Background: an optimization exercise with open tools, aiming at small area, a short achievable clock period and few clock cycles per item. Do not read the settings as production practice. In this exercise RTL edits were held to simulation tests only and were not proved equivalent to the original.

==> flow/design.v (outline; a module is shown in full before it is edited, if it fits) <==
// module Final: 2096 lines
// module Final_fa: 4 lines
module Final(
    rst_n,
    clk,
    in_valid,
    weight_valid,
    I,
    W,
    out_valid,
    OUT
);
  // ...
==> flow/flow/run.sh <==
#!/bin/bash
# Own layout flow: the standard flow (standard.sh, unchanged synthesis and
# steps) with
#  - port buffers made from the small sky130_fd_sc_hd__buf_1 instead of the
#    default delay buffer;
#  - clock tree synthesis without dummy loads and with smaller clock buffers.
# The make output goes to standard_flow.log here; ORFS keeps each step's log
# under orfs/logs.
set -euo pipefail
export BUFFER_PORTS_ARGS="-buffer_cell sky130_fd_sc_hd__buf_1"
export CTS_ARGS="-sink_clustering_enable -repair_clock_nets -dont_use_dummy_load -buf_list {sky130_fd_sc_hd__clkbuf_8 sky130_fd_sc_hd__clkbuf_16} -root_buf sky130_fd_sc_hd__clkbuf_16"
bash standard.sh > standard_flow.log 2>&1
==> flow/standard.sh <==
#!/bin/bash
# synth_recipe.tcl (not shown) runs the flow's synth.tcl, then flattens the netlist and writes it again
# the make line also repeats each setting of config.mk as NAME=value (left out here)
make -C /OpenROAD-flow-scripts/flow DESIGN_CONFIG=/design/flow/config.mk WORK_HOME=/design/flow/orfs CLKGATE_MAP_FILE= SYNTH_SCRIPT=/design/flow/synth_recipe.tcl "${@:-finish}"
==> flow/config.mk <==
export PLATFORM = sky130hd
export DESIGN_NAME = Final
export DESIGN_NICKNAME = Final
export VERILOG_FILES = /design/flow/design.v
export SDC_FILE = /design/flow/constraint.sdc
export NUM_CORES = 4
export LEC_CHECK = 0
export ABC_CLOCK_PERIOD_IN_PS = 2000
export CAP_MARGIN = 20
export CORE_MARGIN = 2
export CORE_UTILIZATION = 40
export SETUP_SLACK_MARGIN = 4
export SLEW_MARGIN = 20
export SYNTH_HIERARCHICAL = 1
==> flow/constraint.sdc <==
create_clock -name core_clock -period 10.0 [get_ports {clk}]
set_input_delay 2.0000 -clock core_clock [delete_from_list [all_inputs] [get_ports {clk}]]
set_output_delay 2.0000 -clock core_clock [all_outputs]
set_load 0.01 [all_outputs]
==> results.cfg, run 1 <==
[run_status]
status = complete, no violations

[floorplanning]
core_area_um2 = 45480
placementRows = 78

[synthesis]
synthMuxAreaShare = 0.07791
synth-warning-count = 7
synthSimpleGateAreaFrac = 0.1120
synth_flop_cell = dfrtp_1
ys_ff_latch = 191
ys_types = 35

[layout]
drive_gt1_frac = 0.1335
reg_top3 = weight: 128 flops, cs: 62 flops, out_valid: 1 flops
fin_nets = 2509
clock_buffers = 17
final_util = 0.4655
layout_commonest_cell = nand2_1

[worst_setup_path]
path_buf_inv = 2
crit_chain = clkbuf_16 -> clkbuf_16 -> mux2_2 -> nand2_1 -> fa_1 -> fa_1 -> fa_1 -> fa_1 -> fa_1 -> fa_1 -> fa_1
r2r-end = cs[44]$_DFF_P_
crit_fanout = 12
cpLargestDelayFamily = adder cells
cp-end-kind = flop

[route]
highest_layer = met5
wl_met1_um = 25410
viasPerCell = 5.283

[global_route]
grt_busiest_layer = met2
grt_pass1_vias = 13960

[timing]
finalClockSkew_ps = 26.38
finalHoldWorstSlack_ps = 534.0

[place]
place_hpwl_um = 53340
dp.cells = 2312

[clock_network]
cts_made_buffers = 17
Testbench counts, summed over its fixed seeds: cycles 3,200, items 3,200.
==> run 2, diff against run 1 <==
--- a/flow/flow/run.sh
+++ b/flow/flow/run.sh
@@ -8,5 +8,5 @@
 # under orfs/logs.
 set -euo pipefail
 export BUFFER_PORTS_ARGS="-buffer_cell sky130_fd_sc_hd__buf_1"
-export CTS_ARGS="-sink_clustering_enable -repair_clock_nets -dont_use_dummy_load -buf_list {sky130_fd_sc_hd__clkbuf_8 sky130_fd_sc_hd__clkbuf_16} -root_buf sky130_fd_sc_hd__clkbuf_16"
+export CTS_ARGS="-sink_clustering_enable -repair_clock_nets -dont_use_dummy_load -buf_list {sky130_fd_sc_hd__clkbuf_4 sky130_fd_sc_hd__clkbuf_8} -root_buf sky130_fd_sc_hd__clkbuf_8"
 bash standard.sh > standard_flow.log 2>&1
==> flow/config.mk (replaced) <==
export PLATFORM = sky130hd
export DESIGN_NAME = Final
export DESIGN_NICKNAME = Final
export VERILOG_FILES = /design/flow/design.v
export SDC_FILE = /design/flow/constraint.sdc
export NUM_CORES = 4
export LEC_CHECK = 0
export CAP_MARGIN = 20
export CORE_MARGIN = 2
export CORE_UTILIZATION = 40
export SETUP_SLACK_MARGIN = 4.2
export SLEW_MARGIN = 20
export SYNTH_HIERARCHICAL = 1
==> results.cfg, run 2 <==
[run]
maxCapViolations = 0

[timing]
slew-limit-headroom = 0.3388
setup_viol = 0
max_clock_freq_mhz = 170.6
maxSlewViolCount = 0
tns_ps = 0
rsz0062_at_grt = yes
finalClockSkew_ps = 39.08
min_period_over_period = 0.5863
fin_crit_ps = 5863
fin_ws_ps = 4137
finalHoldViolations = 0
tightest_slew_ps = 991.8

[run_status]
status = complete, no violations

[synthesis]
synthesis.area_um2 = 18500
synth_seq_area_share = 0.2416
synth_flop_cell = dfrtp_1
yosys.area.top_type = fa_1
synth_common_cells = 516 x nand2_1, 497 x fa_1, 129 x dfrtp_1, 128 x mux2_2, 62 x dfxtp_1
syn_inst = 1441
synth_top_area_share = 0.5378
synthMostInstantiatedCell = nand2_1
synth-warning-count = 7
post_synth.cell_area_avg_um2 = 12.84
synthArstFlopShare = 0.6754
synth_edf_count = 0
ys_types = 35
synthTopCellsByArea = fa_1 54%, dfrtp_1 17%, nand2_1 10%, mux2_2 7.8%, dfxtp_1 6.7%
ys_ff_latch = 191

[route]
drtIter0Drc = 883
wl_per_cell_um = 27.11
wl_um = 63700
ant_nets = 0
drc = 0
dr.pass1.iters = 5
viasPerCell = 5.165
vias = 12140

[worst_setup_path]
crit_fanout = 8
crit_path_start_kind = primary input
cp-end-kind = flop
critPathArrivalTime_ps = 6250
r2r_setup_slack_ps = 5720
crit_required_ps = 10390
path_class = primary input to flop

[global_route]
grt_antenna_before_repair = 1
grt_overflow_total = 0
grt_max_degree = 72
grt_pass1_vias = 14000
grt_pass1_wl_um = 91130
track_usage = 0.2762

[clock_network]
clockBufferDepth = 2
worst_skew_pair.late_latency_ps = 520
clock-sinks = 191
htreeDepth = 4
cts_tree = yes
cts_made_buffers = 17
cts.clk_slew.worst_paths_ps = 80
root_buffer = clkbuf_8
cts_hold_buf = 0

[floorplanning]
die_h_um = 219.1
placementRows = 78
io_pins = 274
dieArea_um2 = 47990
fp.dieW_um = 219.1
core_area_um2 = 45480
initial_utilization = 0.4068

[layout]
largest_reg_flops = 128
area_growth_pct = 18.46
largest-register = weight
n_antenna_cell = 0
drive_gt1_frac = 0.2251
reg_top3 = weight: 128 flops, cs: 62 flops, out_valid: 1 flops
fin_nets = 2521
layout_commonest_cell = nand2_1
final_cell_mix = 498 x nand2_1, 317 x fa_1, 268 x buf_1

[place]
place_hpwl_um = 54090
place_ws_ps = 2799
portBuffers = 273
place.gp.congestion = 0.9965

[min_path]
hp-class = flop to flop
run 2: cell counts after synthesis:
Identical to the previous run, type by type.
run 2: through the flow:
step	cells	util	cell area [um2]	hold WS, ps
after floorplan	1448	-	19280	492.4
after global placement	2311	0.4591	20880	509.0
after detailed placement	2311	0.4591	20880	509.8
after CTS	2342	0.4741	21560	528.0
after global routing	2350	0.4819	21920	543.9
final	2350	0.4819	21920	525.0
run 2: per-layer routing:
| layer | vias up | share of wire | GRT usage | wire, um |
|---|---|---|---|---|
| li1 | 5091 | - | - | - |
| met1 | 6486 | 0.40 | 0.3562 | 25500 |
| met2 | 478 | 0.49 | 0.4627 | 31530 |
| met3 | 81 | 0.072 | 0.06791 | 4588 |
| met4 | 2 | 0.032 | 0.08356 | 2064 |
| met5 | - | 0.00020 | 0 | 13 |
run 2: logic make-up after synthesis:
family	count (synthesis)	share of synthesized area
compound gates	27	0.01008
simple gates	538	0.1120
fa+ha+maj	509	0.5459
xor+xnor	7	0.003314
flops	191	0.2416
mux	128	0.07791
other cells	1	0.0002027
buf+inv	40	0.009062
run 2: worst max-delay path, cell delays in order:
cell,delay [ps]
clkbuf_16,160
buf_12,160
buf_16,150
mux2_4,350
nand2_2,90
fa_2,460
fa_2,440
fa_2,530
fa_2,410
fa_1,490
fa_2,560
fa_2,420
run 2: final cells by class:
class | count | area, um2
Fill cell | 4140 | 23560
Inverter | 26 | 97.59
Sequential cell | 191 | 4472
Multi-Input combinational cell | 1217 | 14840
Tap cell | 600 | 750.7
Clock buffer | 17 | 234.0
Timing Repair Buffer | 299 | 1523
run 2: worst paths after layout:
check	start	end	depth (start not counted)
min reg2reg	weight[97]$_DFF_PN0_	weight[97]$_DFF_PN0_	1
max in group asynchronous	rst_n	weight[76]$_DFF_PN0_	3
min	weight[97]$_DFF_PN0_	weight[97]$_DFF_PN0_	1
max reg2reg	weight[18]$_DFF_PN0_	cs[44]$_DFF_P_	9
min in group asynchronous	rst_n	weight[15]$_DFF_PN0_	2
max	weight_valid	cs[44]$_DFF_P_	12
run 2: Yosys stat by module, one instance, submodules excluded:
module	flip-flops and latches	cells inside	cell area [um2]	copies in the design
Final_fa	0	1	20.02	496
Final	191	945	8572	1
run 2: what timing repair did:
item                       in CTS  in global routing
pin swaps                      31                 63
setup endpoints to repair      38                 21
setup buffers                   6                  4
cloned                          8                  4
resized for setup              60                 81
==> run 3, diff against run 2 <==
--- a/flow/config.mk
+++ b/flow/config.mk
@@ -8,6 +8,6 @@
 export CAP_MARGIN = 20
 export CORE_MARGIN = 2
 export CORE_UTILIZATION = 40
-export SETUP_SLACK_MARGIN = 4.2
+export SETUP_SLACK_MARGIN = 4
 export SLEW_MARGIN = 20
 export SYNTH_HIERARCHICAL = 1
==> results.cfg, run 3 <==
[route]
drc = 0
vias = 12190
wl_um = 60690
viasPerCell = 5.222
ant_nets = 0
drtIter0Drc = 981
wl_per_cell_um = 25.99
dr.pass1.iters = 5

[floorplanning]
initial_utilization = 0.4068
placementRows = 78
die_h_um = 219.1
fp.dieW_um = 219.1
io_pins = 274
core_area_um2 = 45480
dieArea_um2 = 47990

[layout]
area_growth_pct = 12.59
final_util = 0.4580
final_cell_mix = 515 x nand2_1, 446 x fa_1, 270 x buf_1
largest-register = weight
layout_commonest_cell = nand2_1
reg_top3 = weight: 128 flops, cs: 62 flops, out_valid: 1 flops
fillCellCount = 4314
fin_nets = 2504
largest_reg_flops = 128
drive_gt1_frac = 0.1264

[clock_network]
root_buffer = clkbuf_8
clockBufferDepth = 2
cts_hold_buf = 0
worst_skew_pair.late_latency_ps = 540
cts_tree = yes
cts_made_buffers = 17
htreeDepth = 4
cts_setup_buffers = 0
clock-sinks = 191
cts.clk_slew.worst_paths_ps = 110

[min_path]
hold_start = weight[114]$_DFF_PN0_
hold_depth = 1
whs_endpoint = weight[114]$_DFF_PN0_
hp-class = flop to flop

[synthesis]
post_synth.cell_area_avg_um2 = 12.84
ys_types = 35
synth_seq_area_share = 0.2416
synthTopCellsByArea = fa_1 54%, dfrtp_1 17%, nand2_1 10%, mux2_2 7.8%, dfxtp_1 6.7%
yosys.area.top_type = fa_1
syn_inst = 1441
synth-warning-count = 7
synth_edf_count = 0
synthArstFlopShare = 0.6754
synthesis.area_um2 = 18500
synth_flop_cell = dfrtp_1
synthMostInstantiatedCell = nand2_1
synth_top_area_share = 0.5378
ys_ff_latch = 191
synth_common_cells = 516 x nand2_1, 497 x fa_1, 129 x dfrtp_1, 128 x mux2_2, 62 x dfxtp_1

[timing]
setup_viol = 0
maxSlewViolCount = 0
min_period_over_period = 0.5956
fin_crit_ps = 5956
finalClockSkew_ps = 39.94
slew-limit-headroom = 0.4463
rsz0062_at_grt = yes
max_clock_freq_mhz = 167.9
tns_ps = 0
fin_ws_ps = 4044
tightest_slew_ps = 830.5
finalHoldViolations = 0

[global_route]
grt_antenna_before_repair = 4
grt_pass1_vias = 13870
grt_max_degree = 62
grt_pass1_wl_um = 89180
grt_overflow_total = 0
track_usage = 0.2648

[worst_setup_path]
crit_path_start_kind = primary input
crit_required_ps = 10430
path_class = primary input to flop
r2r-end = cs[39]$_DFF_P_
critPathArrivalTime_ps = 6380
worst-r2r-cell-count = 9
cp-end-kind = flop
r2r_setup_slack_ps = 5670
crit_fanout = 21
r2r_start = weight[0]$_DFF_PN0_

[place]
portBuffers = 273
place.gp.congestion = 0.9400
place_ws_ps = 2889
place_hpwl_um = 53340

[run_status]
status = complete, no violations

[run]
maxCapViolations = 0
run 3: cell counts after synthesis:
No cell type changed its count.
run 3: Yosys stat by module, one instance, submodules excluded:
| module | cells | flip-flops and latches | times used |
|---|---|---|---|
| Final | 945 | 191 | 1 |
| Final_fa | 1 | 0 | 496 |
run 3: critical path, stage by stage:
cell,delay (ps)
clkbuf_16,210
buf_16,210
mux2_2,430
nand2_1,110
fa_1,460
fa_1,510
fa_2,640
fa_1,470
fa_1,450
fa_1,420
fa_1,440
run 3: kinds of logic after synthesis:
group | Yosys count | synth area share
multiplexers | 128 | 0.07791
flip-flops | 191 | 0.2416
AO/OA/AOI/OAI | 27 | 0.01008
other | 1 | 0.0002027
adder cells (fa/ha/maj) | 509 | 0.5459
buffers and inverters | 40 | 0.009062
AND/OR/NAND/NOR | 538 | 0.1120
XOR/XNOR | 7 | 0.003314
run 3: area by class of cell:
| class | instances | area (um2) | area share |
|---|---|---|---|
| multi-input combinational | 1217 | 14070 | 0.6756 |
| sequential | 191 | 4469 | 0.2146 |
| timing repair buffer | 282 | 1200 | 0.05760 |
| tap | 600 | 750.7 | 0.03604 |
| clock buffer | 17 | 234.0 | 0.01123 |
| inverter | 26 | 97.59 | 0.004685 |
| antenna | 2 | 5.005 | 0.0002403 |
run 3: worst max-delay path by stage:
stage                          end    startpoint  slack (ps)  cells after the start
floorplan           cs[44]$_DFF_P_  weight_valid        3980                     11
global placement    cs[35]$_DFF_P_  weight_valid        2970                     11
detailed placement  cs[35]$_DFF_P_  weight_valid        2890                     11
CTS                 cs[44]$_DFF_P_  weight_valid        3990                     11
global route        cs[35]$_DFF_P_  weight_valid        3990                     11
finish              cs[35]$_DFF_P_  weight_valid        4040                     11
run 3: per-layer routing:
metal  wire length, um  global-route usage
met1             24820              0.3558
met2             29240              0.4289
met3              4398             0.05045
met4              2218              0.1009
met5                12                   0
run 3: what timing repair did:
action | CTS | global route
endpoints found under the setup margin | 29 | 20
gates resized for setup | 6 | 6
gates cloned | 2 | 2
run 3: per-stage QoR:
step / hold slack [ps] / std cells / cell area, um2
2_1_floorplan: 492.4 / 1448 / 18780
3_3_place_gp: 514.2 / 2312 / 20460
3_5_place_dp: 515.3 / 2312 / 20460
4_1_cts: 540.8 / 2331 / 20770
5_1_grt: 550.8 / 2335 / 20830
6_report: 536.9 / 2335 / 20830

==> static timing again, ports no longer ideal <==
The results above use ideal ports. As a check the final layouts listed here were re-extracted and re-timed, cells and wires unchanged.
Step 1 sets driving cells, clkbuf_16 on the clock port and buf_2 on the other inputs (assumed; they add their load-dependent delay and slew).
Step 2 moves the port delays by t, midway between the first and last clock arrival at a register: inputs arrive t later, outputs are due t later. That takes back most of the time a late clock gives input paths.
Slacks: no drivers / after step 1 / after step 2; pairs: no drivers / after step 1.
run	t (ns)	setup slack, ns	latest minus earliest clock arrival (ns)	worst data-port slew with drivers (ns)
run 1	0.516	4.036 / 3.843 / 3.327	0.030 / 0.031	0.24
run 2	0.556	4.137 / 3.960 / 3.404	0.046 / 0.046	0.22
run 3	0.574	4.044 / 3.918 / 3.344	0.044 / 0.044	0.17
After both steps setup and hold are still met in every run listed. For run 2, which loses most, drivers alone change the setup slack by -0.177 ns; drivers and shift together by -0.733 ns.
